What follows belongs to an exercise in optimizing a design on an open flow for small area and a short achievable clock period; a production flow would make more cautious choices.
RTL that was checked went through simulation tests only; none was proved equivalent to the original.
Only the layout flow was run in run 2; the RTL was not checked for function there.
No driver is modelled on the clock port, so clock power and skew are understated where the tree is cut down; a real chip needs a root buffer or a tree.
Power figures rest on the tool's default switching activity, not on a simulated workload.

## flow/design.v (module list and top-level ports; edited modules follow where they fit)
// module mac5: 877 lines
// module mac5_fa: 4 lines
// module mac5_xn: 3 lines
// module mac5_or: 3 lines
module mac5 #(parameter WIDTH=32)
   (input logic [(WIDTH/2)-1:0] a,
    input logic [(WIDTH/2)-1:0] b,
    input logic               clk, reset,
    output logic [WIDTH-1:0]  out);
  // ...
==> flow/flow/run.sh <==
#!/bin/bash
# Standard layout (bash standard.sh) with: port buffers of a plain buffer cell,
# sizing not held to the cells' footprints, a clock tree without dummy loads,
# and the clock tree's middle level removed after CTS (flatten_clock.tcl).
# Each tool's output goes to its own log here and under orfs/logs.
set -e
ARGS=(MATCH_CELL_FOOTPRINT=0
  BUFFER_PORTS_ARGS="-buffer_cell sky130_fd_sc_hd__buf_1"
  CTS_ARGS="-sink_clustering_enable -repair_clock_nets -dont_use_dummy_load -sink_clustering_size 30 -sink_clustering_max_diameter 60")
bash standard.sh "${ARGS[@]}" cts > standard_cts.log 2>&1
CTS_DB=$PWD/orfs/results/sky130hd/mac5/base/4_cts.odb openroad -no_init -exit flow/flatten_clock.tcl > flatten_clock.log 2>&1
bash standard.sh "${ARGS[@]}" finish > standard.log 2>&1
==> flow/flow/flatten_clock.tcl <==
# Removes the middle level of the clock tree that CTS built (the buffers the
# root clock buffer drives), so the root drives the leaf buffers directly.
# Every register keeps the same number of buffers (two) on its clock path.
set db_file $::env(CTS_DB)
read_db $db_file
set block [ord::get_db_block]
set clk_net [$block findNet clk]
set roots {}
foreach it [$clk_net getITerms] { lappend roots [$it getInst] }
foreach root $roots {
  set rout [[$root findITerm X] getNet]
  set mids {}
  foreach it [$rout getITerms] {
    if {[$it isInputSignal] || [[$it getMTerm] getName] eq "A"} {
      set inst [$it getInst]
      if {$inst ne $root && [string match "*clkbuf*" [[$inst getMaster] getName]]} { lappend mids $inst }
    }
  }
  puts "root [$root getName] drives [llength $mids] buffers"
  foreach m $mids {
    set mout [[$m findITerm X] getNet]
    set sinks {}
    foreach it [$mout getITerms] { if {[$it getInst] ne $m} { lappend sinks $it } }
    puts "  removing [$m getName] ([llength $sinks] sinks)"
    foreach it $sinks { $it disconnect; $it connect $rout }
    [$m findITerm A] disconnect
    [$m findITerm X] disconnect
    odb::dbInst_destroy $m
    odb::dbNet_destroy $mout
  }
}
write_db $db_file
==> flow/standard.sh <==
#!/bin/bash
# synth_recipe.tcl (not shown) runs the flow's synth.tcl, then flattens the netlist and writes it again
# the make line also repeats each setting of config.mk as NAME=value (left out here)
make -C /OpenROAD-flow-scripts/flow DESIGN_CONFIG=/design/flow/config.mk WORK_HOME=/design/flow/orfs CLKGATE_MAP_FILE= SYNTH_SCRIPT=/design/flow/synth_recipe.tcl "${@:-finish}"
==> flow/config.mk <==
export PLATFORM = sky130hd
export DESIGN_NAME = mac5
export DESIGN_NICKNAME = mac5
export VERILOG_FILES = /design/flow/design.v
export SDC_FILE = /design/flow/constraint.sdc
export NUM_CORES = 4
export LEC_CHECK = 0
export ABC_CLOCK_PERIOD_IN_PS = 1000
export CAP_MARGIN = 20
export CORE_MARGIN = 2
export CORE_UTILIZATION = 40
export SETUP_SLACK_MARGIN = 4.5
export SLEW_MARGIN = 20
export SYNTH_HIERARCHICAL = 1
export SYNTH_MINIMUM_KEEP_SIZE = 0
==> flow/constraint.sdc <==
create_clock -name core_clock -period 7.0 [get_ports {clk}]
set_input_delay 1.4000 -clock core_clock [delete_from_list [all_inputs] [get_ports {clk}]]
set_output_delay 1.4000 -clock core_clock [all_outputs]
set_load 0.01 [all_outputs]
==> summary.md, run 1 <==
| Metric | Value |
|---|---|
| Antenna violations before repair | `1` |
| Area grow syn2layout | `8.512%` |
| DR WL met2 | `11.04 mm` |
| Final Worst Setup Slack | `4571 ps` |
| Crit path max fanout | `2` |
| Synth warn | `7` |
| Worst hold path class | `flop to flop` |
| Routing usage on met2 | `0.2647` |
| Top cells by count, synth | `dfxtp_1 (212), xnor2_1 (156), fa_1 (146), a22oi_1 (120)` |
| Met1 GRT Util | `0.2434` |
| Pwr/cell area | `427.1 mW/mm^2` |
| Core Area | `0.02793 sq mm` |
| Compound-Gate Fraction of Synth Area | `0.1067` |
| Iter 0 DRT Violations | `470` |
| Worst setup path startpoint | `out[17]$_DFF_P_` |
| Multiplexer share of the synthesized area | `0.001860` |
| Status | `complete, no violations` |
| Inverters | `28` |
| Post-Synthesis Cells | `978` |
| Mean area per synthesized cell | `11.69 sq um` |
| Gpl congestion | `0.8958` |
| Top flop regs | `out (32), q3_p (24), q3_g (23)` |
| Total GRT Usage | `0.1733` |
| Delay-heaviest family, CP | `flip-flops` |
| Largest net degree at the start of global routing | `33` |
| Most numerous cell in the Yosys netlist | `dfxtp_1` |
| Clk. pwr | `754 uW` |
| FF-to-FF path depth | `5` |
| Worst path depth | `1` |
| Full die area | `0.02996 sq mm` |
| Post-layout util | `0.4442` |
==> inputs of run 2 (changes only) <==
--- a/flow/design.v
+++ b/flow/design.v
@@ -6,97 +6,121 @@
    logic [15:0] ra;
    logic [7:0] bneg, bone, btwo;
    logic rb15;
    wire [16:0] bx = {b, 1'b0};
    logic f;
    logic q2_0_0;
    logic q2_1_0;
    logic q2_2_0;
+   logic q2_2_1;
+   logic q2_2_2;
    logic q2_3_0;
    logic q2_3_1;
-   logic q2_3_2;
    logic q2_4_0;
    logic q2_4_1;
    logic q2_5_0;
    logic q2_5_1;
    logic q2_6_0;
    logic q2_6_1;
    logic q2_7_0;
    logic q2_7_1;
+   logic q2_7_2;
+   logic q2_7_3;
    logic q2_8_0;
    logic q2_8_1;
+   logic q2_8_2;
    logic q2_9_0;
    logic q2_9_1;
+   logic q2_9_2;
    logic q2_10_0;
    logic q2_10_1;
+   logic q2_10_2;
    logic q2_11_0;
    logic q2_11_1;
    logic q2_11_2;
    logic q2_11_3;
+   logic q2_11_4;
    logic q2_12_0;
    logic q2_12_1;
    logic q2_12_2;
+   logic q2_12_3;
    logic q2_13_0;
    logic q2_13_1;
    logic q2_13_2;
+   logic q2_13_3;
    logic q2_14_0;
    logic q2_14_1;
    logic q2_14_2;
+   logic q2_14_3;
    logic q2_15_0;
    logic q2_15_1;
    logic q2_15_2;
+   logic q2_15_3;
    logic q2_16_0;
    logic q2_16_1;
    logic q2_16_2;
    logic q2_16_3;
+   logic q2_16_4;
    logic q2_17_0;
    logic q2_17_1;
    logic q2_17_2;
    logic q2_17_3;
+   logic q2_17_4;
    logic q2_18_0;
    logic q2_18_1;
    logic q2_18_2;
    logic q2_18_3;
+   logic q2_18_4;
    logic q2_19_0;
    logic q2_19_1;
    logic q2_19_2;
    logic q2_19_3;
+   logic q2_19_4;
    logic q2_20_0;
    logic q2_20_1;
    logic q2_20_2;
    logic q2_20_3;
+   logic q2_20_4;
    logic q2_21_0;
    logic q2_21_1;
    logic q2_21_2;
    logic q2_21_3;
+   logic q2_21_4;
    logic q2_22_0;
    logic q2_22_1;
+   logic q2_22_2;
    logic q2_23_0;
    logic q2_23_1;
    logic q2_23_2;
+   logic q2_23_3;
    logic q2_24_0;
    logic q2_24_1;
    logic q2_24_2;
+   logic q2_24_3;
    logic q2_25_0;
    logic q2_25_1;
    logic q2_25_2;
+   logic q2_25_3;
    logic q2_26_0;
    logic q2_26_1;
    logic q2_26_2;
+   logic q2_26_3;
    logic q2_27_0;
    logic q2_27_1;
-   logic q2_27_2;
    logic q2_28_0;
+   logic q2_28_1;
+   logic q2_28_2;
    logic q2_29_0;
    logic q2_29_1;
+   logic q2_29_2;
    logic q2_30_0;
    logic q2_30_1;
+   logic q2_30_2;
    logic q2_31_0;
-   logic q2_31_1;
    wire p1 = ~(((bone[0] & ra[0])) ^ bneg[0]);
    wire p2 = ~(((bone[0] & ra[1]) | (btwo[0] & ra[0])) ^ bneg[0]);
    wire p3 = ~(((bone[0] & ra[2]) | (btwo[0] & ra[1])) ^ bneg[0]);
    wire p4 = ~(((bone[0] & ra[3]) | (btwo[0] & ra[2])) ^ bneg[0]);
    wire p5 = ~(((bone[0] & ra[4]) | (btwo[0] & ra[3])) ^ bneg[0]);
    wire p6 = ~(((bone[0] & ra[5]) | (btwo[0] & ra[4])) ^ bneg[0]);
    wire p7 = ~(((bone[0] & ra[6]) | (btwo[0] & ra[5])) ^ bneg[0]);
    wire p8 = ~(((bone[0] & ra[7]) | (btwo[0] & ra[6])) ^ bneg[0]);
@@ -289,353 +313,354 @@
    wire p195 = ~(out[26] & f);
    wire p196 = ~(out[27] & f);
    wire p197 = ~(out[28] & f);
    wire p198 = ~(out[29] & f);
    wire p199 = ~(out[30] & f);
    wire p200 = ~(out[31] & f);
    wire p201 = ~p19;
    wire p202 = ~p19;
-   wire p203 = ~p189;
-   wire p204 = ~p191;
-   wire p205 = ~p193;
-   wire p206 = ~p195;
-   wire p207 = ~p197;
-   wire p208 = ~p199;
+   wire p203 = ~p157;
+   wire p204 = ~p159;
+   wire p205 = ~p161;
+   wire p206 = ~p163;
+   wire p207 = ~p165;
+   wire p208 = ~p167;
    wire s209, c210;
    mac5_fa u_s209 (.a(p18), .b(p169), .c(p1), .s(s209), .co(c210));
    wire s211, c212;
-   mac5_fa u_s211 (.a(p37), .b(p171), .c(p3), .s(s211), .co(c212));
+   mac5_fa u_s211 (.a(p170), .b(p2), .c(c210), .s(s211), .co(c212));
    wire s213, c214;
-   mac5_fa u_s213 (.a(p172), .b(p4), .c(p21), .s(s213), .co(c214));
+   mac5_fa u_s213 (.a(p37), .b(p171), .c(p3), .s(s213), .co(c214));
    wire s215, c216;
-   mac5_fa u_s215 (.a(p56), .b(p173), .c(p5), .s(s215), .co(c216));
+   mac5_fa u_s215 (.a(p172), .b(p4), .c(p21), .s(s215), .co(c216));
    wire s217, c218;
-   mac5_fa u_s217 (.a(p174), .b(p6), .c(p23), .s(s217), .co(c218));
+   mac5_fa u_s217 (.a(p56), .b(p173), .c(p5), .s(s217), .co(c218));
    wire s219, c220;
-   mac5_fa u_s219 (.a(p75), .b(p175), .c(p7), .s(s219), .co(c220));
+   mac5_fa u_s219 (.a(p174), .b(p6), .c(p23), .s(s219), .co(c220));
    wire s221, c222;
-   mac5_fa u_s221 (.a(p24), .b(p41), .c(p58), .s(s221), .co(c222));
+   mac5_fa u_s221 (.a(p75), .b(p175), .c(p7), .s(s221), .co(c222));
    wire s223, c224;
    mac5_fa u_s223 (.a(p176), .b(p8), .c(p25), .s(s223), .co(c224));
    wire s225, c226;
    mac5_fa u_s225 (.a(p94), .b(p177), .c(p9), .s(s225), .co(c226));
    wire s227, c228;
-   mac5_fa u_s227 (.a(p26), .b(p43), .c(p60), .s(s227), .co(c228));
+   mac5_fa u_s227 (.a(p178), .b(p10), .c(p27), .s(s227), .co(c228));
    wire s229, c230;
-   mac5_fa u_s229 (.a(p178), .b(p10), .c(p27), .s(s229), .co(c230));
+   mac5_fa u_s229 (.a(p113), .b(p179), .c(p11), .s(s229), .co(c230));
    wire s231, c232;
-   mac5_fa u_s231 (.a(p44), .b(p61), .c(p78), .s(s231), .co(c232));
+   mac5_fa u_s231 (.a(p180), .b(p12), .c(p29), .s(s231), .co(c232));
    wire s233, c234;
-   mac5_fa u_s233 (.a(p113), .b(p179), .c(p11), .s(s233), .co(c234));
+   mac5_fa u_s233 (.a(p132), .b(p181), .c(p13), .s(s233), .co(c234));
    wire s235, c236;
-   mac5_fa u_s235 (.a(p28), .b(p45), .c(p62), .s(s235), .co(c236));
+   mac5_fa u_s235 (.a(p182), .b(p14), .c(p31), .s(s235), .co(c236));
    wire s237, c238;
-   mac5_fa u_s237 (.a(p180), .b(p12), .c(p29), .s(s237), .co(c238));
+   mac5_fa u_s237 (.a(p151), .b(p183), .c(p15), .s(s237), .co(c238));
    wire s239, c240;
-   mac5_fa u_s239 (.a(p46), .b(p63), .c(p80), .s(s239), .co(c240));
+   mac5_fa u_s239 (.a(p184), .b(p16), .c(p33), .s(s239), .co(c240));
    wire s241, c242;
-   mac5_fa u_s241 (.a(p132), .b(p181), .c(p13), .s(s241), .co(c242));
+   mac5_fa u_s241 (.a(p153), .b(p185), .c(p17), .s(s241), .co(c242));
    wire s243, c244;
-   mac5_fa u_s243 (.a(p30), .b(p47), .c(p64), .s(s243), .co(c244));
+   mac5_fa u_s243 (.a(p201), .b(p154), .c(p186), .s(s243), .co(c244));
    wire s245, c246;
-   mac5_fa u_s245 (.a(p81), .b(p98), .c(p115), .s(s245), .co(c246));
+   mac5_fa u_s245 (.a(p202), .b(p155), .c(p187), .s(s245), .co(c246));
    wire s247, c248;
-   mac5_fa u_s247 (.a(p182), .b(p14), .c(p31), .s(s247), .co(c248));
+   mac5_fa u_s247 (.a(p38), .b(p19), .c(p156), .s(s247), .co(c248));
    wire s249, c250;
-   mac5_fa u_s249 (.a(p48), .b(p65), .c(p82), .s(s249), .co(c250));
+   mac5_fa u_s249 (.a(p203), .b(p189), .c(p55), .s(s249), .co(c250));
    wire s251, c252;
-   mac5_fa u_s251 (.a(p151), .b(p183), .c(p15), .s(s251), .co(c252));
+   mac5_fa u_s251 (.a(p57), .b(p158), .c(p157), .s(s251), .co(c252));
    wire s253, c254;
-   mac5_fa u_s253 (.a(p32), .b(p49), .c(p66), .s(s253), .co(c254));
+   mac5_fa u_s253 (.a(p204), .b(p191), .c(p74), .s(s253), .co(c254));
    wire s255, c256;
-   mac5_fa u_s255 (.a(p83), .b(p100), .c(p117), .s(s255), .co(c256));
+   mac5_fa u_s255 (.a(p76), .b(p160), .c(p159), .s(s255), .co(c256));
    wire s257, c258;
-   mac5_fa u_s257 (.a(p184), .b(p16), .c(p33), .s(s257), .co(c258));
+   mac5_fa u_s257 (.a(p205), .b(p193), .c(p93), .s(s257), .co(c258));
    wire s259, c260;
-   mac5_fa u_s259 (.a(p50), .b(p67), .c(p84), .s(s259), .co(c260));
+   mac5_fa u_s259 (.a(p95), .b(p162), .c(p161), .s(s259), .co(c260));
    wire s261, c262;
-   mac5_fa u_s261 (.a(p101), .b(p118), .c(p135), .s(s261), .co(c262));
+   mac5_fa u_s261 (.a(p206), .b(p195), .c(p112), .s(s261), .co(c262));
    wire s263, c264;
-   mac5_fa u_s263 (.a(p185), .b(p153), .c(p17), .s(s263), .co(c264));
+   mac5_fa u_s263 (.a(p114), .b(p164), .c(p163), .s(s263), .co(c264));
    wire s265, c266;
-   mac5_fa u_s265 (.a(p34), .b(p51), .c(p68), .s(s265), .co(c266));
+   mac5_fa u_s265 (.a(p207), .b(p197), .c(p131), .s(s265), .co(c266));
    wire s267, c268;
-   mac5_fa u_s267 (.a(p85), .b(p102), .c(p119), .s(s267), .co(c268));
+   mac5_fa u_s267 (.a(p133), .b(p166), .c(p165), .s(s267), .co(c268));
    wire s269, c270;
-   mac5_fa u_s269 (.a(p201), .b(p186), .c(p154), .s(s269), .co(c270));
+   mac5_fa u_s269 (.a(p208), .b(p199), .c(p150), .s(s269), .co(c270));
    wire s271, c272;
-   mac5_fa u_s271 (.a(p35), .b(p52), .c(p69), .s(s271), .co(c272));
+   mac5_fa u_s271 (.a(p152), .b(p168), .c(p167), .s(s271), .co(c272));
    wire s273, c274;
-   mac5_fa u_s273 (.a(p86), .b(p103), .c(p120), .s(s273), .co(c274));
+   mac5_fa u_s273 (.a(p22), .b(p39), .c(c216), .s(s273), .co(c274));
    wire s275, c276;
-   mac5_fa u_s275 (.a(p202), .b(p187), .c(p155), .s(s275), .co(c276));
+   mac5_fa u_s275 (.a(p40), .b(c218), .c(s219), .s(s275), .co(c276));
    wire s277, c278;
-   mac5_fa u_s277 (.a(p36), .b(p53), .c(p70), .s(s277), .co(c278));
+   mac5_fa u_s277 (.a(p24), .b(p41), .c(p58), .s(s277), .co(c278));
    wire s279, c280;
-   mac5_fa u_s279 (.a(p87), .b(p104), .c(p121), .s(s279), .co(c280));
+   mac5_fa u_s279 (.a(p42), .b(p59), .c(c222), .s(s279), .co(c280));
    wire s281, c282;
-   mac5_fa u_s281 (.a(p38), .b(p19), .c(p188), .s(s281), .co(c282));
+   mac5_fa u_s281 (.a(p26), .b(p43), .c(p60), .s(s281), .co(c282));
    wire s283, c284;
-   mac5_fa u_s283 (.a(p156), .b(p54), .c(p71), .s(s283), .co(c284));
+   mac5_fa u_s283 (.a(p44), .b(p61), .c(p78), .s(s283), .co(c284));
    wire s285, c286;
-   mac5_fa u_s285 (.a(p88), .b(p105), .c(p122), .s(s285), .co(c286));
+   mac5_fa u_s285 (.a(p28), .b(p45), .c(p62), .s(s285), .co(c286));
    wire s287, c288;
-   mac5_fa u_s287 (.a(p203), .b(p157), .c(p55), .s(s287), .co(c288));
+   mac5_fa u_s287 (.a(p46), .b(p63), .c(p80), .s(s287), .co(c288));
    wire s289, c290;
-   mac5_fa u_s289 (.a(p72), .b(p89), .c(p106), .s(s289), .co(c290));
+   mac5_fa u_s289 (.a(p30), .b(p47), .c(p64), .s(s289), .co(c290));
    wire s291, c292;
-   mac5_fa u_s291 (.a(p57), .b(p190), .c(p189), .s(s291), .co(c292));
+   mac5_fa u_s291 (.a(p48), .b(p65), .c(p82), .s(s291), .co(c292));
    wire s293, c294;
-   mac5_fa u_s293 (.a(p158), .b(p73), .c(p90), .s(s293), .co(c294));
+   mac5_fa u_s293 (.a(p32), .b(p49), .c(p66), .s(s293), .co(c294));
    wire s295, c296;
-   mac5_fa u_s295 (.a(p107), .b(p124), .c(p141), .s(s295), .co(c296));
+   mac5_fa u_s295 (.a(p50), .b(p67), .c(p84), .s(s295), .co(c296));
    wire s297, c298;
-   mac5_fa u_s297 (.a(p204), .b(p159), .c(p74), .s(s297), .co(c298));
+   mac5_fa u_s297 (.a(p34), .b(p51), .c(p68), .s(s297), .co(c298));
    wire s299, c300;
-   mac5_fa u_s299 (.a(p91), .b(p108), .c(p125), .s(s299), .co(c300));
+   mac5_fa u_s299 (.a(p35), .b(p52), .c(p69), .s(s299), .co(c300));
    wire s301, c302;
-   mac5_fa u_s301 (.a(p76), .b(p192), .c(p191), .s(s301), .co(c302));
+   mac5_fa u_s301 (.a(p36), .b(p53), .c(p70), .s(s301), .co(c302));
    wire s303, c304;
-   mac5_fa u_s303 (.a(p160), .b(p92), .c(p109), .s(s303), .co(c304));
+   mac5_fa u_s303 (.a(p188), .b(p54), .c(p71), .s(s303), .co(c304));
    wire s305, c306;
-   mac5_fa u_s305 (.a(p205), .b(p161), .c(p93), .s(s305), .co(c306));
+   mac5_fa u_s305 (.a(p72), .b(p89), .c(p106), .s(s305), .co(c306));
    wire s307, c308;
-   mac5_fa u_s307 (.a(p110), .b(p127), .c(p144), .s(s307), .co(c308));
+   mac5_fa u_s307 (.a(p190), .b(p73), .c(p90), .s(s307), .co(c308));
    wire s309, c310;
-   mac5_fa u_s309 (.a(p95), .b(p194), .c(p193), .s(s309), .co(c310));
+   mac5_fa u_s309 (.a(p91), .b(p108), .c(p125), .s(s309), .co(c310));
    wire s311, c312;
-   mac5_fa u_s311 (.a(p162), .b(p111), .c(p128), .s(s311), .co(c312));
+   mac5_fa u_s311 (.a(p192), .b(p92), .c(p109), .s(s311), .co(c312));
    wire s313, c314;
-   mac5_fa u_s313 (.a(p206), .b(p163), .c(p112), .s(s313), .co(c314));
+   mac5_fa u_s313 (.a(p110), .b(p127), .c(p144), .s(s313), .co(c314));
    wire s315, c316;
-   mac5_fa u_s315 (.a(p114), .b(p196), .c(p195), .s(s315), .co(c316));
+   mac5_fa u_s315 (.a(p194), .b(p111), .c(p128), .s(s315), .co(c316));
    wire s317, c318;
-   mac5_fa u_s317 (.a(p164), .b(p130), .c(p147), .s(s317), .co(c318));
+   mac5_fa u_s317 (.a(p129), .b(p146), .c(c260), .s(s317), .co(c318));
    wire s319, c320;
-   mac5_fa u_s319 (.a(p207), .b(p165), .c(p131), .s(s319), .co(c320));
+   mac5_fa u_s319 (.a(p196), .b(p130), .c(p147), .s(s319), .co(c320));
    wire s321, c322;
-   mac5_fa u_s321 (.a(p133), .b(p198), .c(p197), .s(s321), .co(c322));
+   mac5_fa u_s321 (.a(p148), .b(c264), .c(c320), .s(s321), .co(c322));
    wire s323, c324;
-   mac5_fa u_s323 (.a(p208), .b(p167), .c(p150), .s(s323), .co(c324));
+   mac5_fa u_s323 (.a(p198), .b(p149), .c(s267), .s(s323), .co(c324));
    wire s325, c326;
-   mac5_fa u_s325 (.a(p152), .b(p200), .c(p199), .s(s325), .co(c326));
+   mac5_fa u_s325 (.a(p200), .b(s271), .c(c270), .s(s325), .co(c326));
    wire s327, c328;
-   mac5_fa u_s327 (.a(p170), .b(p2), .c(c210), .s(s327), .co(c328));
+   mac5_fa u_s327 (.a(c220), .b(s277), .c(s221), .s(s327), .co(c328));
    wire s329, c330;
-   mac5_fa u_s329 (.a(p22), .b(p39), .c(c214), .s(s329), .co(c330));
+   mac5_fa u_s329 (.a(p77), .b(c224), .c(s281), .s(s329), .co(c330));
    wire s331, c332;
-   mac5_fa u_s331 (.a(p40), .b(c216), .c(s217), .s(s331), .co(c332));
+   mac5_fa u_s331 (.a(c226), .b(c282), .c(s283), .s(s331), .co(c332));
    wire s333, c334;
-   mac5_fa u_s333 (.a(c218), .b(s219), .c(s221), .s(s333), .co(c334));
+   mac5_fa u_s333 (.a(p79), .b(p96), .c(c228), .s(s333), .co(c334));
    wire s335, c336;
-   mac5_fa u_s335 (.a(p42), .b(p59), .c(c220), .s(s335), .co(c336));
+   mac5_fa u_s335 (.a(p97), .b(c230), .c(c286), .s(s335), .co(c336));
    wire s337, c338;
-   mac5_fa u_s337 (.a(p77), .b(c224), .c(s225), .s(s337), .co(c338));
+   mac5_fa u_s337 (.a(p81), .b(p98), .c(p115), .s(s337), .co(c338));
    wire s339, c340;
-   mac5_fa u_s339 (.a(c226), .b(c228), .c(s229), .s(s339), .co(c340));
+   mac5_fa u_s339 (.a(p99), .b(p116), .c(c234), .s(s339), .co(c340));
    wire s341, c342;
-   mac5_fa u_s341 (.a(p79), .b(p96), .c(c230), .s(s341), .co(c342));
+   mac5_fa u_s341 (.a(p83), .b(p100), .c(p117), .s(s341), .co(c342));
    wire s343, c344;
-   mac5_fa u_s343 (.a(c232), .b(s233), .c(s235), .s(s343), .co(c344));
+   mac5_fa u_s343 (.a(p101), .b(p118), .c(p135), .s(s343), .co(c344));
    wire s345, c346;
-   mac5_fa u_s345 (.a(p97), .b(c234), .c(c236), .s(s345), .co(c346));
+   mac5_fa u_s345 (.a(p85), .b(p102), .c(p119), .s(s345), .co(c346));
    wire s347, c348;
-   mac5_fa u_s347 (.a(c238), .b(c240), .c(s241), .s(s347), .co(c348));
+   mac5_fa u_s347 (.a(p86), .b(p103), .c(p120), .s(s347), .co(c348));
    wire s349, c350;
-   mac5_fa u_s349 (.a(p99), .b(p116), .c(c242), .s(s349), .co(c350));
+   mac5_fa u_s349 (.a(p87), .b(p104), .c(p121), .s(s349), .co(c350));
    wire s351, c352;
-   mac5_fa u_s351 (.a(c244), .b(c246), .c(s247), .s(s351), .co(c352));
+   mac5_fa u_s351 (.a(p88), .b(p105), .c(p122), .s(s351), .co(c352));
    wire s353, c354;
-   mac5_fa u_s353 (.a(p134), .b(c248), .c(c250), .s(s353), .co(c354));
+   mac5_fa u_s353 (.a(p123), .b(p140), .c(c248), .s(s353), .co(c354));
    wire s355, c356;
-   mac5_fa u_s355 (.a(s251), .b(s253), .c(s255), .s(s355), .co(c356));
+   mac5_fa u_s355 (.a(p107), .b(p124), .c(p141), .s(s355), .co(c356));
    wire s357, c358;
-   mac5_fa u_s357 (.a(c252), .b(c254), .c(c256), .s(s357), .co(c358));
+   mac5_fa u_s357 (.a(p142), .b(c252), .c(c308), .s(s357), .co(c358));
    wire s359, c360;
-   mac5_fa u_s359 (.a(s257), .b(s259), .c(s261), .s(s359), .co(c360));
+   mac5_fa u_s359 (.a(p126), .b(p143), .c(s255), .s(s359), .co(c360));
    wire s361, c362;
-   mac5_fa u_s361 (.a(p136), .b(c258), .c(c260), .s(s361), .co(c362));
+   mac5_fa u_s361 (.a(c256), .b(c312), .c(s313), .s(s361), .co(c362));
    wire s363, c364;
-   mac5_fa u_s363 (.a(c262), .b(s263), .c(s265), .s(s363), .co(c364));
+   mac5_fa u_s363 (.a(p145), .b(s259), .c(c258), .s(s363), .co(c364));
    wire s365, c366;
-   mac5_fa u_s365 (.a(p137), .b(s269), .c(c264), .s(s365), .co(c366));
+   mac5_fa u_s365 (.a(s263), .b(c262), .c(s319), .s(s365), .co(c366));
    wire s367, c368;
-   mac5_fa u_s367 (.a(c266), .b(c268), .c(s271), .s(s367), .co(c368));
+   mac5_fa u_s367 (.a(c284), .b(s285), .c(s229), .s(s367), .co(c368));
    wire s369, c370;
-   mac5_fa u_s369 (.a(p138), .b(c270), .c(s275), .s(s369), .co(c370));
+   mac5_fa u_s369 (.a(c232), .b(c288), .c(s337), .s(s369), .co(c370));
    wire s371, c372;
-   mac5_fa u_s371 (.a(c272), .b(c274), .c(s277), .s(s371), .co(c372));
+   mac5_fa u_s371 (.a(c290), .b(c338), .c(s291), .s(s371), .co(c372));
    wire s373, c374;
-   mac5_fa u_s373 (.a(p139), .b(s281), .c(c276), .s(s373), .co(c374));
+   mac5_fa u_s373 (.a(p134), .b(c236), .c(c292), .s(s373), .co(c374));
    wire s375, c376;
-   mac5_fa u_s375 (.a(c278), .b(c280), .c(s283), .s(s375), .co(c376));
+   mac5_fa u_s375 (.a(c238), .b(c294), .c(c342), .s(s375), .co(c376));
    wire s377, c378;
-   mac5_fa u_s377 (.a(c282), .b(p123), .c(p140), .s(s377), .co(c378));
+   mac5_fa u_s377 (.a(p136), .b(c240), .c(c296), .s(s377), .co(c378));
    wire s379, c380;
-   mac5_fa u_s379 (.a(c284), .b(c286), .c(s287), .s(s379), .co(c380));
+   mac5_fa u_s379 (.a(p137), .b(c242), .c(c298), .s(s379), .co(c380));
    wire s381, c382;
-   mac5_fa u_s381 (.a(s291), .b(c288), .c(c290), .s(s381), .co(c382));
+   mac5_fa u_s381 (.a(p138), .b(c244), .c(c300), .s(s381), .co(c382));
    wire s383, c384;
-   mac5_fa u_s383 (.a(c292), .b(p142), .c(c294), .s(s383), .co(c384));
+   mac5_fa u_s383 (.a(p139), .b(s247), .c(c246), .s(s383), .co(c384));
    wire s385, c386;
-   mac5_fa u_s385 (.a(c296), .b(s297), .c(s299), .s(s385), .co(c386));
+   mac5_fa u_s385 (.a(c304), .b(c352), .c(s305), .s(s385), .co(c386));
    wire s387, c388;
-   mac5_fa u_s387 (.a(p126), .b(p143), .c(s301), .s(s387), .co(c388));
+   mac5_fa u_s387 (.a(s251), .b(c250), .c(c306), .s(s387), .co(c388));
    wire s389, c390;
-   mac5_fa u_s389 (.a(c298), .b(c300), .c(s303), .s(s389), .co(c390));
+   mac5_fa u_s389 (.a(c356), .b(s309), .c(s253), .s(s389), .co(c390));
    wire s391, c392;
-   mac5_fa u_s391 (.a(c302), .b(c304), .c(s305), .s(s391), .co(c392));
+   mac5_fa u_s391 (.a(c254), .b(c310), .c(s311), .s(s391), .co(c392));
    wire s393, c394;
-   mac5_fa u_s393 (.a(p145), .b(s309), .c(c306), .s(s393), .co(c394));
+   mac5_fa u_s393 (.a(s341), .b(s293), .c(s237), .s(s393), .co(c394));
    wire s395, c396;
-   mac5_fa u_s395 (.a(c310), .b(p129), .c(p146), .s(s395), .co(c396));
+   mac5_fa u_s395 (.a(s343), .b(s295), .c(s239), .s(s395), .co(c396));
    wire s397, c398;
-   mac5_fa u_s397 (.a(s315), .b(c314), .c(s317), .s(s397), .co(c398));
+   mac5_fa u_s397 (.a(c344), .b(s345), .c(s297), .s(s397), .co(c398));
    wire s399, c400;
-   mac5_fa u_s399 (.a(c316), .b(p148), .c(c318), .s(s399), .co(c400));
+   mac5_fa u_s399 (.a(c346), .b(s243), .c(s347), .s(s399), .co(c400));
    wire s401, c402;
-   mac5_fa u_s401 (.a(p166), .b(p149), .c(s321), .s(s401), .co(c402));
+   mac5_fa u_s401 (.a(c348), .b(s245), .c(s349), .s(s401), .co(c402));
    wire s403, c404;
-   mac5_fa u_s403 (.a(p168), .b(s325), .c(c324), .s(s403), .co(c404));
+   mac5_fa u_s403 (.a(c302), .b(c350), .c(s351), .s(s403), .co(c404));
    wire s405, c406;
-   mac5_fa u_s405 (.a(p20), .b(s211), .c(c328), .s(s405), .co(c406));
+   mac5_xn u_s405 (.a(q2_11_0), .b(q2_11_1), .y(s405));
+   mac5_or u_c406 (.a(q2_11_0), .b(q2_11_1), .y(c406));
    wire s407, c408;
-   mac5_fa u_s407 (.a(c222), .b(s223), .c(s335), .s(s407), .co(c408));
+   mac5_xn u_s407 (.a(q2_12_0), .b(q2_12_1), .y(s407));
+   mac5_or u_c408 (.a(q2_12_0), .b(q2_12_1), .y(c408));
    wire s409, c410;
-   mac5_fa u_s409 (.a(s227), .b(c336), .c(s337), .s(s409), .co(c410));
+   mac5_xn u_s409 (.a(q2_13_0), .b(q2_13_1), .y(s409));
+   mac5_or u_c410 (.a(q2_13_0), .b(q2_13_1), .y(c410));
    wire s411, c412;
-   mac5_fa u_s411 (.a(s231), .b(c338), .c(s339), .s(s411), .co(c412));
+   mac5_xn u_s411 (.a(q2_14_0), .b(q2_14_1), .y(s411));
+   mac5_or u_c412 (.a(q2_14_0), .b(q2_14_1), .y(c412));
    wire s413, c414;
-   mac5_fa u_s413 (.a(s341), .b(c340), .c(s343), .s(s413), .co(c414));
+   mac5_xn u_s413 (.a(q2_15_0), .b(q2_15_1), .y(s413));
+   mac5_or u_c414 (.a(q2_15_0), .b(q2_15_1), .y(c414));
    wire s415, c416;
-   mac5_fa u_s415 (.a(s237), .b(s239), .c(c342), .s(s415), .co(c416));
+   mac5_fa u_s415 (.a(q2_16_0), .b(q2_16_1), .c(q2_16_2), .s(s415), .co(c416));
    wire s417, c418;
-   mac5_fa u_s417 (.a(s243), .b(s245), .c(c346), .s(s417), .co(c418));
+   mac5_fa u_s417 (.a(q2_17_0), .b(q2_17_1), .c(q2_17_2), .s(s417), .co(c418));
    wire s419, c420;
-   mac5_fa u_s419 (.a(s249), .b(s349), .c(c348), .s(s419), .co(c420));
+   mac5_fa u_s419 (.a(q2_18_0), .b(q2_18_1), .c(q2_18_2), .s(s419), .co(c420));
    wire s421, c422;
-   mac5_fa u_s421 (.a(c350), .b(s353), .c(c352), .s(s421), .co(c422));
+   mac5_fa u_s421 (.a(q2_19_0), .b(q2_19_1), .c(q2_19_2), .s(s421), .co(c422));
    wire s423, c424;
-   mac5_fa u_s423 (.a(c354), .b(s357), .c(c356), .s(s423), .co(c424));
+   mac5_fa u_s423 (.a(q2_20_0), .b(q2_20_1), .c(q2_20_2), .s(s423), .co(c424));
    wire s425, c426;
-   mac5_fa u_s425 (.a(s267), .b(c358), .c(s361), .s(s425), .co(c426));
+   mac5_fa u_s425 (.a(q2_21_0), .b(q2_21_1), .c(q2_21_2), .s(s425), .co(c426));
    wire s427, c428;
-   mac5_fa u_s427 (.a(s273), .b(c362), .c(s365), .s(s427), .co(c428));
+   mac5_xn u_s427 (.a(q2_7_0), .b(q2_7_1), .y(s427));
+   mac5_or u_c428 (.a(q2_7_0), .b(q2_7_1), .y(c428));
    wire s429, c430;
-   mac5_fa u_s429 (.a(s279), .b(s369), .c(c366), .s(s429), .co(c430));
+   mac5_xn u_s429 (.a(q2_8_0), .b(q2_8_1), .y(s429));
+   mac5_or u_c430 (.a(q2_8_0), .b(q2_8_1), .y(c430));
    wire s431, c432;
-   mac5_fa u_s431 (.a(s285), .b(c370), .c(s373), .s(s431), .co(c432));
+   mac5_xn u_s431 (.a(q2_9_0), .b(q2_9_1), .y(s431));
+   mac5_or u_c432 (.a(q2_9_0), .b(q2_9_1), .y(c432));
    wire s433, c434;
-   mac5_fa u_s433 (.a(s377), .b(s289), .c(c374), .s(s433), .co(c434));
+   mac5_xn u_s433 (.a(q2_10_0), .b(q2_10_1), .y(s433));
+   mac5_or u_c434 (.a(q2_10_0), .b(q2_10_1), .y(c434));
    wire s435, c436;
-   mac5_fa u_s435 (.a(c378), .b(s293), .c(s295), .s(s435), .co(c436));
+   mac5_fa u_s435 (.a(q2_11_2), .b(q2_11_3), .c(s405), .s(s435), .co(c436));
    wire s437, c438;
-   mac5_fa u_s437 (.a(c382), .b(s383), .c(s385), .s(s437), .co(c438));
+   mac5_fa u_s437 (.a(q2_12_2), .b(q2_12_3), .c(s407), .s(s437), .co(c438));
    wire s439, c440;
-   mac5_fa u_s439 (.a(s387), .b(c384), .c(c386), .s(s439), .co(c440));
+   mac5_fa u_s439 (.a(q2_13_2), .b(q2_13_3), .c(s409), .s(s439), .co(c440));
    wire s441, c442;
-   mac5_fa u_s441 (.a(c388), .b(s307), .c(c390), .s(s441), .co(c442));
+   mac5_fa u_s441 (.a(q2_14_2), .b(q2_14_3), .c(s411), .s(s441), .co(c442));
    wire s443, c444;
-   mac5_fa u_s443 (.a(c308), .b(s311), .c(s393), .s(s443), .co(c444));
+   mac5_fa u_s443 (.a(q2_15_2), .b(q2_15_3), .c(s413), .s(s443), .co(c444));
    wire s445, c446;
-   mac5_fa u_s445 (.a(c312), .b(s395), .c(s313), .s(s445), .co(c446));
+   mac5_fa u_s445 (.a(q2_16_3), .b(q2_16_4), .c(s415), .s(s445), .co(c446));
    wire s447, c448;
-   mac5_fa u_s447 (.a(s319), .b(s399), .c(c398), .s(s447), .co(c448));
+   mac5_fa u_s447 (.a(q2_17_3), .b(q2_17_4), .c(s417), .s(s447), .co(c448));
    wire s449, c450;
-   mac5_fa u_s449 (.a(c320), .b(s401), .c(c400), .s(s449), .co(c450));
+   mac5_fa u_s449 (.a(q2_18_3), .b(q2_18_4), .c(s419), .s(s449), .co(c450));
    wire s451, c452;
-   mac5_fa u_s451 (.a(c322), .b(c402), .c(s323), .s(s451), .co(c452));
+   mac5_fa u_s451 (.a(q2_19_3), .b(q2_19_4), .c(s421), .s(s451), .co(c452));
    wire s453, c454;
-   mac5_xn u_s453 (.a(q2_11_0), .b(q2_11_1), .y(s453));
-   mac5_or u_c454 (.a(q2_11_0), .b(q2_11_1), .y(c454));
+   mac5_fa u_s453 (.a(q2_20_3), .b(q2_20_4), .c(s423), .s(s453), .co(c454));
    wire s455, c456;
-   mac5_xn u_s455 (.a(q2_12_0), .b(q2_12_1), .y(s455));
-   mac5_or u_c456 (.a(q2_12_0), .b(q2_12_1), .y(c456));
+   mac5_fa u_s455 (.a(q2_21_3), .b(q2_21_4), .c(s425), .s(s455), .co(c456));
    wire s457, c458;
-   mac5_xn u_s457 (.a(q2_13_0), .b(q2_13_1), .y(s457));
-   mac5_or u_c458 (.a(q2_13_0), .b(q2_13_1), .y(c458));
+   mac5_fa u_s457 (.a(q2_22_0), .b(q2_22_1), .c(q2_22_2), .s(s457), .co(c458));
    wire s459, c460;
-   mac5_xn u_s459 (.a(q2_14_0), .b(q2_14_1), .y(s459));
-   mac5_or u_c460 (.a(q2_14_0), .b(q2_14_1), .y(c460));
+   mac5_fa u_s459 (.a(q2_23_0), .b(q2_23_1), .c(q2_23_2), .s(s459), .co(c460));
    wire s461, c462;
-   mac5_xn u_s461 (.a(q2_15_0), .b(q2_15_1), .y(s461));
-   mac5_or u_c462 (.a(q2_15_0), .b(q2_15_1), .y(c462));
+   mac5_fa u_s461 (.a(q2_24_0), .b(q2_24_1), .c(q2_24_2), .s(s461), .co(c462));
    wire s463, c464;
-   mac5_fa u_s463 (.a(q2_16_0), .b(q2_16_1), .c(q2_16_2), .s(s463), .co(c464));
+   mac5_fa u_s463 (.a(q2_25_0), .b(q2_25_1), .c(q2_25_2), .s(s463), .co(c464));
    wire s465, c466;
-   mac5_fa u_s465 (.a(q2_17_0), .b(q2_17_1), .c(q2_17_2), .s(s465), .co(c466));
+   mac5_fa u_s465 (.a(q2_26_0), .b(q2_26_1), .c(q2_26_2), .s(s465), .co(c466));
    wire s467, c468;
-   mac5_fa u_s467 (.a(q2_18_0), .b(q2_18_1), .c(q2_18_2), .s(s467), .co(c468));
+   mac5_xn u_s467 (.a(q2_2_0), .b(q2_2_1), .y(s467));
+   mac5_or u_c468 (.a(q2_2_0), .b(q2_2_1), .y(c468));
    wire s469, c470;
-   mac5_fa u_s469 (.a(q2_19_0), .b(q2_19_1), .c(q2_19_2), .s(s469), .co(c470));
+   mac5_xn u_s469 (.a(q2_3_0), .b(q2_3_1), .y(s469));
+   mac5_or u_c470 (.a(q2_3_0), .b(q2_3_1), .y(c470));
    wire s471, c472;
-   mac5_fa u_s471 (.a(q2_20_0), .b(q2_20_1), .c(q2_20_2), .s(s471), .co(c472));
+   mac5_xn u_s471 (.a(q2_4_0), .b(q2_4_1), .y(s471));
+   mac5_or u_c472 (.a(q2_4_0), .b(q2_4_1), .y(c472));
    wire s473, c474;
-   mac5_fa u_s473 (.a(q2_21_0), .b(q2_21_1), .c(q2_21_2), .s(s473), .co(c474));
+   mac5_xn u_s473 (.a(q2_5_0), .b(q2_5_1), .y(s473));
+   mac5_or u_c474 (.a(q2_5_0), .b(q2_5_1), .y(c474));
    wire s475, c476;
-   mac5_xn u_s475 (.a(q2_3_0), .b(q2_3_1), .y(s475));
-   mac5_or u_c476 (.a(q2_3_0), .b(q2_3_1), .y(c476));
+   mac5_xn u_s475 (.a(q2_6_0), .b(q2_6_1), .y(s475));
+   mac5_or u_c476 (.a(q2_6_0), .b(q2_6_1), .y(c476));
    wire s477, c478;
-   mac5_xn u_s477 (.a(q2_4_0), .b(q2_4_1), .y(s477));
-   mac5_or u_c478 (.a(q2_4_0), .b(q2_4_1), .y(c478));
+   mac5_fa u_s477 (.a(q2_7_2), .b(q2_7_3), .c(s427), .s(s477), .co(c478));
    wire s479, c480;
-   mac5_xn u_s479 (.a(q2_5_0), .b(q2_5_1), .y(s479));
-   mac5_or u_c480 (.a(q2_5_0), .b(q2_5_1), .y(c480));
+   mac5_fa u_s479 (.a(q2_8_2), .b(s429), .c(c428), .s(s479), .co(c480));
    wire s481, c482;
-   mac5_xn u_s481 (.a(q2_6_0), .b(q2_6_1), .y(s481));
-   mac5_or u_c482 (.a(q2_6_0), .b(q2_6_1), .y(c482));
+   mac5_fa u_s481 (.a(q2_9_2), .b(s431), .c(c430), .s(s481), .co(c482));
    wire s483, c484;
-   mac5_xn u_s483 (.a(q2_7_0), .b(q2_7_1), .y(s483));
-   mac5_or u_c484 (.a(q2_7_0), .b(q2_7_1), .y(c484));
+   mac5_fa u_s483 (.a(q2_10_2), .b(s433), .c(c432), .s(s483), .co(c484));
    wire s485, c486;
-   mac5_xn u_s485 (.a(q2_8_0), .b(q2_8_1), .y(s485));
-   mac5_or u_c486 (.a(q2_8_0), .b(q2_8_1), .y(c486));
+   mac5_fa u_s485 (.a(q2_11_4), .b(c434), .c(s435), .s(s485), .co(c486));
    wire s487, c488;
-   mac5_xn u_s487 (.a(q2_9_0), .b(q2_9_1), .y(s487));
-   mac5_or u_c488 (.a(q2_9_0), .b(q2_9_1), .y(c488));
+   mac5_fa u_s487 (.a(c406), .b(c436), .c(s437), .s(s487), .co(c488));
    wire s489, c490;
-   mac5_xn u_s489 (.a(q2_10_0), .b(q2_10_1), .y(s489));
-   mac5_or u_c490 (.a(q2_10_0), .b(q2_10_1), .y(c490));
+   mac5_fa u_s489 (.a(c408), .b(c438), .c(s439), .s(s489), .co(c490));
    wire s491, c492;
-   mac5_fa u_s491 (.a(q2_11_2), .b(q2_11_3), .c(s453), .s(s491), .co(c492));
+   mac5_fa u_s491 (.a(c410), .b(c440), .c(s441), .s(s491), .co(c492));
    wire s493, c494;
-   mac5_fa u_s493 (.a(q2_12_2), .b(s455), .c(c454), .s(s493), .co(c494));
+   mac5_fa u_s493 (.a(c412), .b(c442), .c(s443), .s(s493), .co(c494));
    wire s495, c496;
-   mac5_fa u_s495 (.a(q2_13_2), .b(s457), .c(c456), .s(s495), .co(c496));
+   mac5_fa u_s495 (.a(c414), .b(c444), .c(s445), .s(s495), .co(c496));
    wire s497, c498;
-   mac5_fa u_s497 (.a(q2_14_2), .b(s459), .c(c458), .s(s497), .co(c498));
+   mac5_fa u_s497 (.a(c416), .b(c446), .c(s447), .s(s497), .co(c498));
    wire s499, c500;
-   mac5_fa u_s499 (.a(q2_15_2), .b(s461), .c(c460), .s(s499), .co(c500));
+   mac5_fa u_s499 (.a(c418), .b(c448), .c(s449), .s(s499), .co(c500));
    wire s501, c502;
-   mac5_fa u_s501 (.a(q2_16_3), .b(c462), .c(s463), .s(s501), .co(c502));
+   mac5_fa u_s501 (.a(c420), .b(c450), .c(s451), .s(s501), .co(c502));
    wire s503, c504;
-   mac5_fa u_s503 (.a(q2_17_3), .b(c464), .c(s465), .s(s503), .co(c504));
+   mac5_fa u_s503 (.a(c422), .b(c452), .c(s453), .s(s503), .co(c504));
    wire s505, c506;
-   mac5_fa u_s505 (.a(q2_18_3), .b(c466), .c(s467), .s(s505), .co(c506));
+   mac5_fa u_s505 (.a(c424), .b(c454), .c(s455), .s(s505), .co(c506));
    wire s507, c508;
-   mac5_fa u_s507 (.a(q2_19_3), .b(c468), .c(s469), .s(s507), .co(c508));
+   mac5_fa u_s507 (.a(c426), .b(s457), .c(c456), .s(s507), .co(c508));
    wire s509, c510;
-   mac5_fa u_s509 (.a(q2_20_3), .b(c470), .c(s471), .s(s509), .co(c510));
+   mac5_fa u_s509 (.a(q2_23_3), .b(c458), .c(s459), .s(s509), .co(c510));
    wire s511, c512;
-   mac5_fa u_s511 (.a(q2_21_3), .b(c472), .c(s473), .s(s511), .co(c512));
+   mac5_fa u_s511 (.a(q2_24_3), .b(c460), .c(s461), .s(s511), .co(c512));
    wire s513, c514;
-   mac5_fa u_s513 (.a(q2_22_0), .b(q2_22_1), .c(c474), .s(s513), .co(c514));
+   mac5_fa u_s513 (.a(q2_25_3), .b(c462), .c(s463), .s(s513), .co(c514));
    wire s515, c516;
-   mac5_fa u_s515 (.a(q2_23_0), .b(q2_23_1), .c(q2_23_2), .s(s515), .co(c516));
+   mac5_fa u_s515 (.a(q2_26_3), .b(c464), .c(s465), .s(s515), .co(c516));
    wire s517, c518;
-   mac5_fa u_s517 (.a(q2_24_0), .b(q2_24_1), .c(q2_24_2), .s(s517), .co(c518));
+   mac5_fa u_s517 (.a(q2_27_0), .b(q2_27_1), .c(c466), .s(s517), .co(c518));
    wire s519, c520;
-   mac5_fa u_s519 (.a(q2_25_0), .b(q2_25_1), .c(q2_25_2), .s(s519), .co(c520));
+   mac5_fa u_s519 (.a(q2_28_0), .b(q2_28_1), .c(q2_28_2), .s(s519), .co(c520));
    wire s521, c522;
-   mac5_fa u_s521 (.a(q2_26_0), .b(q2_26_1), .c(q2_26_2), .s(s521), .co(c522));
+   mac5_fa u_s521 (.a(q2_29_0), .b(q2_29_1), .c(q2_29_2), .s(s521), .co(c522));
    wire s523, c524;
-   mac5_fa u_s523 (.a(q2_27_0), .b(q2_27_1), .c(q2_27_2), .s(s523), .co(c524));
-   wire [31:0] sx = {q2_31_0, q2_30_0, q2_29_0, q2_28_0, s523, s521, s519, s517, s515, s513, s511, s509, s507, s505, s503, s501, s499, s497, s495, s493, s491, s489, s487, s485, s483, s481, s479, s477, s475, q2_2_0, q2_1_0, q2_0_0};
-   wire [31:0] sy = {q2_31_1, q2_30_1, q2_29_1, c524, c522, c520, c518, c516, c514, c512, c510, c508, c506, c504, c502, c500, c498, c496, c494, c492, c490, c488, c486, c484, c482, c480, c478, c476, q2_3_2, 1'b1, 1'b1, 1'b1};
+   mac5_fa u_s523 (.a(q2_30_0), .b(q2_30_1), .c(q2_30_2), .s(s523), .co(c524));
+   wire [31:0] sx = {q2_31_0, s523, s521, s519, s517, s515, s513, s511, s509, s507, s505, s503, s501, s499, s497, s495, s493, s491, s489, s487, s485, s483, s481, s479, s477, s475, s473, s471, s469, s467, q2_1_0, q2_0_0};
+   wire [31:0] sy = {c524, c522, c520, c518, c516, c514, c512, c510, c508, c506, c504, c502, c500, c498, c496, c494, c492, c490, c488, c486, c484, c482, c480, c478, c476, c474, c472, c470, c468, q2_2_2, 1'b1, 1'b1};
    wire [31:0] sp = sx ^ sy, sg = sx & sy;
    wire lG1 = sg[0] | (sp[0] & 1'b1);
    wire lG2 = sg[2] | (sp[2] & sg[1]);
    wire lP2 = sp[2] & sp[1];
    wire lG3 = sg[4] | (sp[4] & sg[3]);
    wire lP3 = sp[4] & sp[3];
    wire lG4 = sg[6] | (sp[6] & sg[5]);
    wire lP4 = sp[6] & sp[5];
@@ -784,99 +809,123 @@
       bneg[6] <= bx[14];
       bone[6] <= bx[13] ^ bx[12];
       btwo[6] <= (bx[14] & ~bx[13] & ~bx[12]) | (~bx[14] & bx[13] & bx[12]);
       bneg[7] <= bx[16];
       bone[7] <= bx[15] ^ bx[14];
       btwo[7] <= (bx[16] & ~bx[15] & ~bx[14]) | (~bx[16] & bx[15] & bx[14]);
       rb15 <= b[15];
       q2_0_0 <= s209;
-      q2_1_0 <= s327;
-      q2_2_0 <= s405;
-      q2_3_0 <= c212;
-      q2_3_1 <= s213;
-      q2_3_2 <= c406;
-      q2_4_0 <= s215;
-      q2_4_1 <= s329;
-      q2_5_0 <= c330;
-      q2_5_1 <= s331;
-      q2_6_0 <= c332;
-      q2_6_1 <= s333;
-      q2_7_0 <= s407;
-      q2_7_1 <= c334;
-      q2_8_0 <= s409;
-      q2_8_1 <= c408;
-      q2_9_0 <= s411;
-      q2_9_1 <= c410;
-      q2_10_0 <= s413;
-      q2_10_1 <= c412;
-      q2_11_0 <= s415;
-      q2_11_1 <= s345;
-      q2_11_2 <= c344;
-      q2_11_3 <= c414;
-      q2_12_0 <= s417;
-      q2_12_1 <= s347;
-      q2_12_2 <= c416;
-      q2_13_0 <= s419;
-      q2_13_1 <= s351;
-      q2_13_2 <= c418;
-      q2_14_0 <= s421;
-      q2_14_1 <= s355;
-      q2_14_2 <= c420;
-      q2_15_0 <= s423;
-      q2_15_1 <= s359;
-      q2_15_2 <= c422;
-      q2_16_0 <= s425;
-      q2_16_1 <= c360;
-      q2_16_2 <= s363;
-      q2_16_3 <= c424;
-      q2_17_0 <= s427;
-      q2_17_1 <= c364;
-      q2_17_2 <= s367;
-      q2_17_3 <= c426;
-      q2_18_0 <= s429;
-      q2_18_1 <= c368;
-      q2_18_2 <= s371;
-      q2_18_3 <= c428;
-      q2_19_0 <= s431;
-      q2_19_1 <= c372;
-      q2_19_2 <= s375;
-      q2_19_3 <= c430;
-      q2_20_0 <= s433;
-      q2_20_1 <= c376;
-      q2_20_2 <= s379;
-      q2_20_3 <= c432;
-      q2_21_0 <= s435;
-      q2_21_1 <= s381;
-      q2_21_2 <= c380;
-      q2_21_3 <= c434;
-      q2_22_0 <= s437;
-      q2_22_1 <= c436;
-      q2_23_0 <= s439;
-      q2_23_1 <= s389;
-      q2_23_2 <= c438;
-      q2_24_0 <= s441;
-      q2_24_1 <= s391;
-      q2_24_2 <= c440;
-      q2_25_0 <= s443;
-      q2_25_1 <= c392;
-      q2_25_2 <= c442;
-      q2_26_0 <= s445;
-      q2_26_1 <= c394;
-      q2_26_2 <= c444;
-      q2_27_0 <= c396;
-      q2_27_1 <= s397;
-      q2_27_2 <= c446;
-      q2_28_0 <= s447;
-      q2_29_0 <= s449;
-      q2_29_1 <= c448;
-      q2_30_0 <= s451;
-      q2_30_1 <= c450;
-      q2_31_0 <= s403;
-      q2_31_1 <= c452;
+      q2_1_0 <= s211;
+      q2_2_0 <= s213;
+      q2_2_1 <= p20;
+      q2_2_2 <= c212;
+      q2_3_0 <= s215;
+      q2_3_1 <= c214;
+      q2_4_0 <= s273;
+      q2_4_1 <= s217;
+      q2_5_0 <= s275;
+      q2_5_1 <= c274;
+      q2_6_0 <= s327;
+      q2_6_1 <= c276;
+      q2_7_0 <= s279;
+      q2_7_1 <= c278;
+      q2_7_2 <= s223;
+      q2_7_3 <= c328;
+      q2_8_0 <= s329;
+      q2_8_1 <= s225;
+      q2_8_2 <= c280;
+      q2_9_0 <= s331;
+      q2_9_1 <= s227;
+      q2_9_2 <= c330;
+      q2_10_0 <= s367;
+      q2_10_1 <= s333;
+      q2_10_2 <= c332;
+      q2_11_0 <= s335;
+      q2_11_1 <= s287;
+      q2_11_2 <= s231;
+      q2_11_3 <= c334;
+      q2_11_4 <= c368;
+      q2_12_0 <= s369;
+      q2_12_1 <= s289;
+      q2_12_2 <= s233;
+      q2_12_3 <= c336;
+      q2_13_0 <= s371;
+      q2_13_1 <= s235;
+      q2_13_2 <= s339;
+      q2_13_3 <= c370;
+      q2_14_0 <= s393;
+      q2_14_1 <= c340;
+      q2_14_2 <= s373;
+      q2_14_3 <= c372;
+      q2_15_0 <= s395;
+      q2_15_1 <= c374;
+      q2_15_2 <= s375;
+      q2_15_3 <= c394;
+      q2_16_0 <= s397;
+      q2_16_1 <= s241;
+      q2_16_2 <= c376;
+      q2_16_3 <= s377;
+      q2_16_4 <= c396;
+      q2_17_0 <= s399;
+      q2_17_1 <= s299;
+      q2_17_2 <= c378;
+      q2_17_3 <= s379;
+      q2_17_4 <= c398;
+      q2_18_0 <= s401;
+      q2_18_1 <= s301;
+      q2_18_2 <= c380;
+      q2_18_3 <= s381;
+      q2_18_4 <= c400;
+      q2_19_0 <= s403;
+      q2_19_1 <= s303;
+      q2_19_2 <= c382;
+      q2_19_3 <= s383;
+      q2_19_4 <= c402;
+      q2_20_0 <= s385;
+      q2_20_1 <= s249;
+      q2_20_2 <= s353;
+      q2_20_3 <= c384;
+      q2_20_4 <= c404;
+      q2_21_0 <= s387;
+      q2_21_1 <= s355;
+      q2_21_2 <= s307;
+      q2_21_3 <= c354;
+      q2_21_4 <= c386;
+      q2_22_0 <= s389;
+      q2_22_1 <= c388;
+      q2_22_2 <= s357;
+      q2_23_0 <= s391;
+      q2_23_1 <= s359;
+      q2_23_2 <= c358;
+      q2_23_3 <= c390;
+      q2_24_0 <= s361;
+      q2_24_1 <= s257;
+      q2_24_2 <= c360;
+      q2_24_3 <= c392;
+      q2_25_0 <= s363;
+      q2_25_1 <= c314;
+      q2_25_2 <= s315;
+      q2_25_3 <= c362;
+      q2_26_0 <= s317;
+      q2_26_1 <= c316;
+      q2_26_2 <= s261;
+      q2_26_3 <= c364;
+      q2_27_0 <= s365;
+      q2_27_1 <= c318;
+      q2_28_0 <= s321;
+      q2_28_1 <= s265;
+      q2_28_2 <= c366;
+      q2_29_0 <= s323;
+      q2_29_1 <= c266;
+      q2_29_2 <= c322;
+      q2_30_0 <= s269;
+      q2_30_1 <= c268;
+      q2_30_2 <= c324;
+      q2_31_0 <= s325;
       out <= nsum;
    end
 endmodule
 module mac5_fa (input logic a, b, c, output logic s, co);
    assign s = a ^ b ^ c;
    assign co = (a & b) | (a & c) | (b & c);
 endmodule
 module mac5_xn (input logic a, b, output logic y);
==> flow/flow/run.sh (replaced) <==
#!/bin/bash
# Standard layout (bash standard.sh) with: port buffers of a plain buffer cell;
# sizing not held to the cells' footprints; larger drive strengths for a few
# registers and the output buffers before CTS (size.tcl); a clock tree without
# dummy loads; and the root clock buffer removed after CTS (clock_root.tcl),
# so that the clock port drives the two buffers below it. Each tool's output
# goes to its own log here and under orfs/logs.
set -e
ARGS=(MATCH_CELL_FOOTPRINT=0
  BUFFER_PORTS_ARGS="-buffer_cell sky130_fd_sc_hd__buf_1"
  PRE_CTS_TCL=$PWD/flow/size.tcl
  CTS_ARGS="-sink_clustering_enable -repair_clock_nets -dont_use_dummy_load -sink_clustering_size 30 -sink_clustering_max_diameter 60")
bash standard.sh "${ARGS[@]}" cts > standard_cts.log 2>&1
CTS_DB=$PWD/orfs/results/sky130hd/mac5/base/4_cts.odb openroad -no_init -exit flow/clock_root.tcl > clock_root.log 2>&1
bash standard.sh "${ARGS[@]}" finish > standard.log 2>&1
==> flow/flow/clock_root.tcl (new file) <==
set db_file $::env(CTS_DB)
read_db $db_file
set block [ord::get_db_block]
set clk_net [$block findNet clk]
set roots {}
foreach it [$clk_net getITerms] { lappend roots [$it getInst] }
foreach root $roots {
  set rout [[$root findITerm X] getNet]
  set sinks {}
  foreach it [$rout getITerms] { if {[$it getInst] ne $root} { lappend sinks $it } }
  puts "removing root [$root getName] ([llength $sinks] sinks)"
  foreach it $sinks { $it disconnect; $it connect $clk_net }
  [$root findITerm A] disconnect
  [$root findITerm X] disconnect
  odb::dbInst_destroy $root
  odb::dbNet_destroy $rout
}
set n 0
foreach it [$clk_net getITerms] { incr n }
puts "clock port now drives $n cell pins"
write_db $db_file
==> flow/flow/size.tcl (new file) <==
# Sourced at the start of ORFS's CTS step (before clock_tree_synthesis, whose
# detailed placement then legalizes): sets the drive strength of the registers
# on the critical paths - the operand and Booth-digit registers, which each
# drive 17 gates, the reset flag, which drives 32, and the output registers - and of the output port buffers.
foreach inst [get_cells *] {
  set n [get_full_name $inst]
  set ref [get_property $inst ref_name]
  if {[regexp {^(ra|bone|btwo|bneg)\[} $n] && [string match sky130_fd_sc_hd__dfxtp_* $ref]} {
    replace_cell $inst sky130_fd_sc_hd__dfxtp_4
  } elseif {[regexp {^f\$} $n] && [string match sky130_fd_sc_hd__dfrtp_* $ref]} {
    replace_cell $inst sky130_fd_sc_hd__dfrtp_4
  } elseif {[regexp {^out\[} $n] && [string match sky130_fd_sc_hd__dfxtp_* $ref]} {
    replace_cell $inst sky130_fd_sc_hd__dfxtp_2
  } elseif {[string match output* $n] && [string match sky130_fd_sc_hd__buf_* $ref]} {
    replace_cell $inst sky130_fd_sc_hd__buf_2
  }
}
removed: flow/flow/flatten_clock.tcl
==> summary.md, run 2 <==
| Metric | Value |
|---|---|
| Status | `complete, no violations` |
| Remaining antenna violation count | `0` |
| Final Critical Period | `2300 ps` |
| Total GRT Usage | `0.1777 (+0.004394)` |
| CP required | `5600 ps` |
| Fmax | `0.4349 GHz` |
| Worst-path clk slew | `70 ps` |
| Main synth FF type | `dfxtp_1` |
| RSZ-0062 raised after global routing | `no` |
| Min-delay src | `q3_lo6$_DFF_P_` |
| Period utilisation layout | `0.3285` |
| Dpl ws | `4417 ps` |
| Crit path max fanout | `2 (unchanged)` |
| Top reg by flops | `out` |
| Die Wd | `176.8 um` |
| Final Hold Vio Count | `0` |
| Worst setup path startpoint | `out[15]$_DFF_P_` |
| I/O pin total | `66` |
| Worst Hold Path Cells | `0` |
| GRT overflow | `0` |
| Most numerous cell in the Yosys netlist | `dfxtp_1` |
| Number of library cell types mapped by synthesis | `48` |
| Final nets | `1232` |
| Top cells by count, synth | `dfxtp_1 (236), xnor2_1 (157), fa_1 (146), a22oi_1 (120), nand2_1 (69)` |
| Antenna cells | `0` |
| Leakage power | `4.962 nW` |
| Top flop regs | `out (32), q3_p (24), q3_g (23)` |
| Drt first pass iters | `5` |
| Arrival @ worst endpoint | `900 ps` |
| Clock skew | `52.84 ps` |
| RR Endpoint | `out[31]$_DFF_P_` |
| Clock Sinks | `237` |
| Drt wl/cell | `19.06 um` |
| Worst-skew pair later-pin latency | `400 ps` |
| Mapped Area | `0.01194 sq mm` |
| DRC | `0` |
| Iter 0 DRT Violations | `575 (+22%)` |
| Commonest non-fill, non-tap cells in the layout | `dfxtp_1 (164), xnor2_1 (157), fa_1 (146)` |
| FF-to-FF path depth | `7 (+2)` |
| Via-to-Cell Ratio | `5.170` |
| Syn nets | `1221` |
| Core Area | `0.02956 sq mm (+5.8%)` |
| Worst slew margin | `0.5617` |
| Post-synth ARST share | `0.004219` |
| Post-synthesis register bit count | `237` |
| Seq/Total Area, Yosys | `0.3977` |
| Max reg flops | `32` |
| Vias in the first global route | `7655` |
| PortBufs | `65` |
| Antenna violations before repair | `0 (-1)` |
| Area grow syn2layout | `9.910%` |
| Hold slack final | `298.8 ps` |
| Crit Path Class | `flop to output pin` |
| Layout cells sized above 1 | `0.1406` |
| Full die area | `0.03126 sq mm (+4.3%)` |
| Buffers and inverters on the worst path | `1` |
| Die Y | `176.8 um` |
| Mean area per synthesized cell | `11.85 sq um (+1.3%)` |
| Total Power | `5.965 mW` |
| Worst Hold Path EP | `out[6]$_DFF_P_` |
| Gpl congestion | `0.8403 (-6.2%)` |
| Final Max Tran Viols | `0` |
| Delay-heaviest family, CP | `flip-flops` |
| Post-Synthesis Cells | `1008 (+3.1%)` |
| Top-area cell type share of the netlist area | `0.3956` |
| Final Worst Setup Slack | `4700 ps (+129.9 ps)` |
| Synth warn | `7 (unchanged)` |
| Vias | `7274` |
| Post-synth EDFFs | `0` |
| VDD IR max | `0.0002253 V` |
| Worst hold path class | `flop to flop` |
| Reg2reg setup slack | `4760 ps` |
| Pwr/cell area | `454.4 mW/mm^2 (+6.4%)` |
| Crit path capture type | `output pin` |
| Fin Setup TNS | `0 ps` |
| Number of max-cap violations | `0` |
| Crit path cell chain | `buf_2` |
| Initial Utilization | `0.4041` |
| Leading area contributor after synthesis | `dfxtp_1` |
| Hpwl dp | `18.86 mm` |
| Slowest stage delay, CP | `380 ps` |
| Worst r2r src | `q3_ck$_DFF_P_` |
| Largest net degree at the start of global routing | `25 (-24%)` |
| First-pass GRT wire length | `43.01 mm` |
| Num rows | `63` |
| Least-Margin Pin Slew | `656.6 ps` |
| Post-CTS Setup Bufs | `0` |
| Critical Path Start Type | `flop` |
| WL final | `26.82 mm` |
| Top cells by area, synth | `dfxtp_1 (40%), fa_1 (24%), xnor2_1 (12%)` |
| Leading cell type in the layout, fill and taps excluded | `dfxtp_1` |
| Worst path slowest cell | `dfxtp_2` |
| Final setup vio count | `0` |
| Post-layout util | `0.4441 (about the same)` |
run 2: cell count changes in the layout (fill, tap and decap cells not counted), sizes merged:
| cell | delta |
|---|---|
| clkbuf | +2 |
| o21a | -2 |
| xnor2 | +1 |
| o21ai | +1 |
| nand2b | +1 |
| dfxtp | +24 |
| nor3 | -1 |
| diode | -1 |
| buf | +3 |
| nor2b | +1 |
| a21oi | +1 |
| nand3 | +1 |
| inv | +3 |
run 2: per-stage QoR:
stage               cells  cell area, sq um
floorplan            1008             11940
global placement     1387             12390
detailed placement   1387             12390
CTS                  1408             13150
global route         1407             13130
finish               1407             13130
run 2: modules after synthesis, one instance, submodules excluded:
module / copies in the design / cells
mac5: 1 / 836
mac5_fa: 144 / 1
mac5_xn: 14 / 1
mac5_or: 14 / 1
run 2: logic make-up after synthesis:
family          Yosys count  synth area share
flops                   237            0.3977
fa+ha+maj               179            0.2793
xor+xnor                175            0.1283
compound gates          166            0.1017
simple gates            140           0.05688
buf+inv                 108           0.03404
mux                       2          0.001781
other cells               1         0.0003140
run 2: routing by layer:
| metal | vias up | GRT usage | part of all wire |
|---|---|---|---|
| met1 | 3600 | 0.2566 | 0.46 |
| met2 | 303 | 0.2723 | 0.44 |
| met5 | - | 0 | 0 |
| met4 | 0 | 0.04063 | 0.021 |
| li1 | 3324 | - | - |
| met3 | 47 | 0.03995 | 0.085 |
run 2: cell type report:
type                       count  area, sq um
clock buffer                  20        500.5
fill                        2740        16430
inverter                      31        116.4
multi-input combinational    663         6788
sequential                   237         4943
tap                          390        488.0
timing repair buffer          66        291.5
run 2: timing repair:
action / in CTS / in global routing
hold buffers: 0 / 0
endpoints found under the setup margin: 0 / 2
gates resized for setup: 0 / 2
run 2: where the power goes:
part	internal [mW]	switching, mW	total (mW)	leakage (nW)
clock network	0.502	0.458	0.961	0.246
registers	2.03	0.446	2.48	2.02
logic	1.25	1.28	2.52	2.70
run 2: worst max-delay path by stage:
stage / end / cells after the start
after floorplan: q2_5_0$_DFF_P_ / 5
after global placement: q2_15_0$_DFF_P_ / 4
after detailed placement: q2_15_0$_DFF_P_ / 4
after CTS: out[15] / 1
after global routing: q3_lo7$_DFF_P_ / 9
final: out[15] / 1

separate check: timing with driven ports:
Ports are ideal in the flow. The routed layouts listed here were re-timed in OpenROAD. Step 1, drivers: a clkbuf_16 drives clk and a buf_2 each remaining input, both assumed. Step 2, shift: input delay + t, output delay - t, t = (earliest + latest rising clock arrival at the registers) / 2. This alone moves slack from input paths to output paths. a / b / c = ideal ports / drivers / drivers and shift; a / b = the first two.
| run | t (ns) | setup slack, ns | worst hold slack (ns) | worst setup path at the end | slew at the worst register clock pin (ns) |
|---|---|---|---|---|---|
| run 1 | 0.484 | 4.571 / 4.525 / 4.593 | 0.328 / 0.328 / 0.328 | register to register | 0.10 / 0.10 |
| run 2 | 0.436 | 4.700 / 4.640 / 4.760 | 0.299 / 0.299 / 0.299 | register to register | 0.09 / 0.09 |
After both steps setup and hold are still met in every run listed.
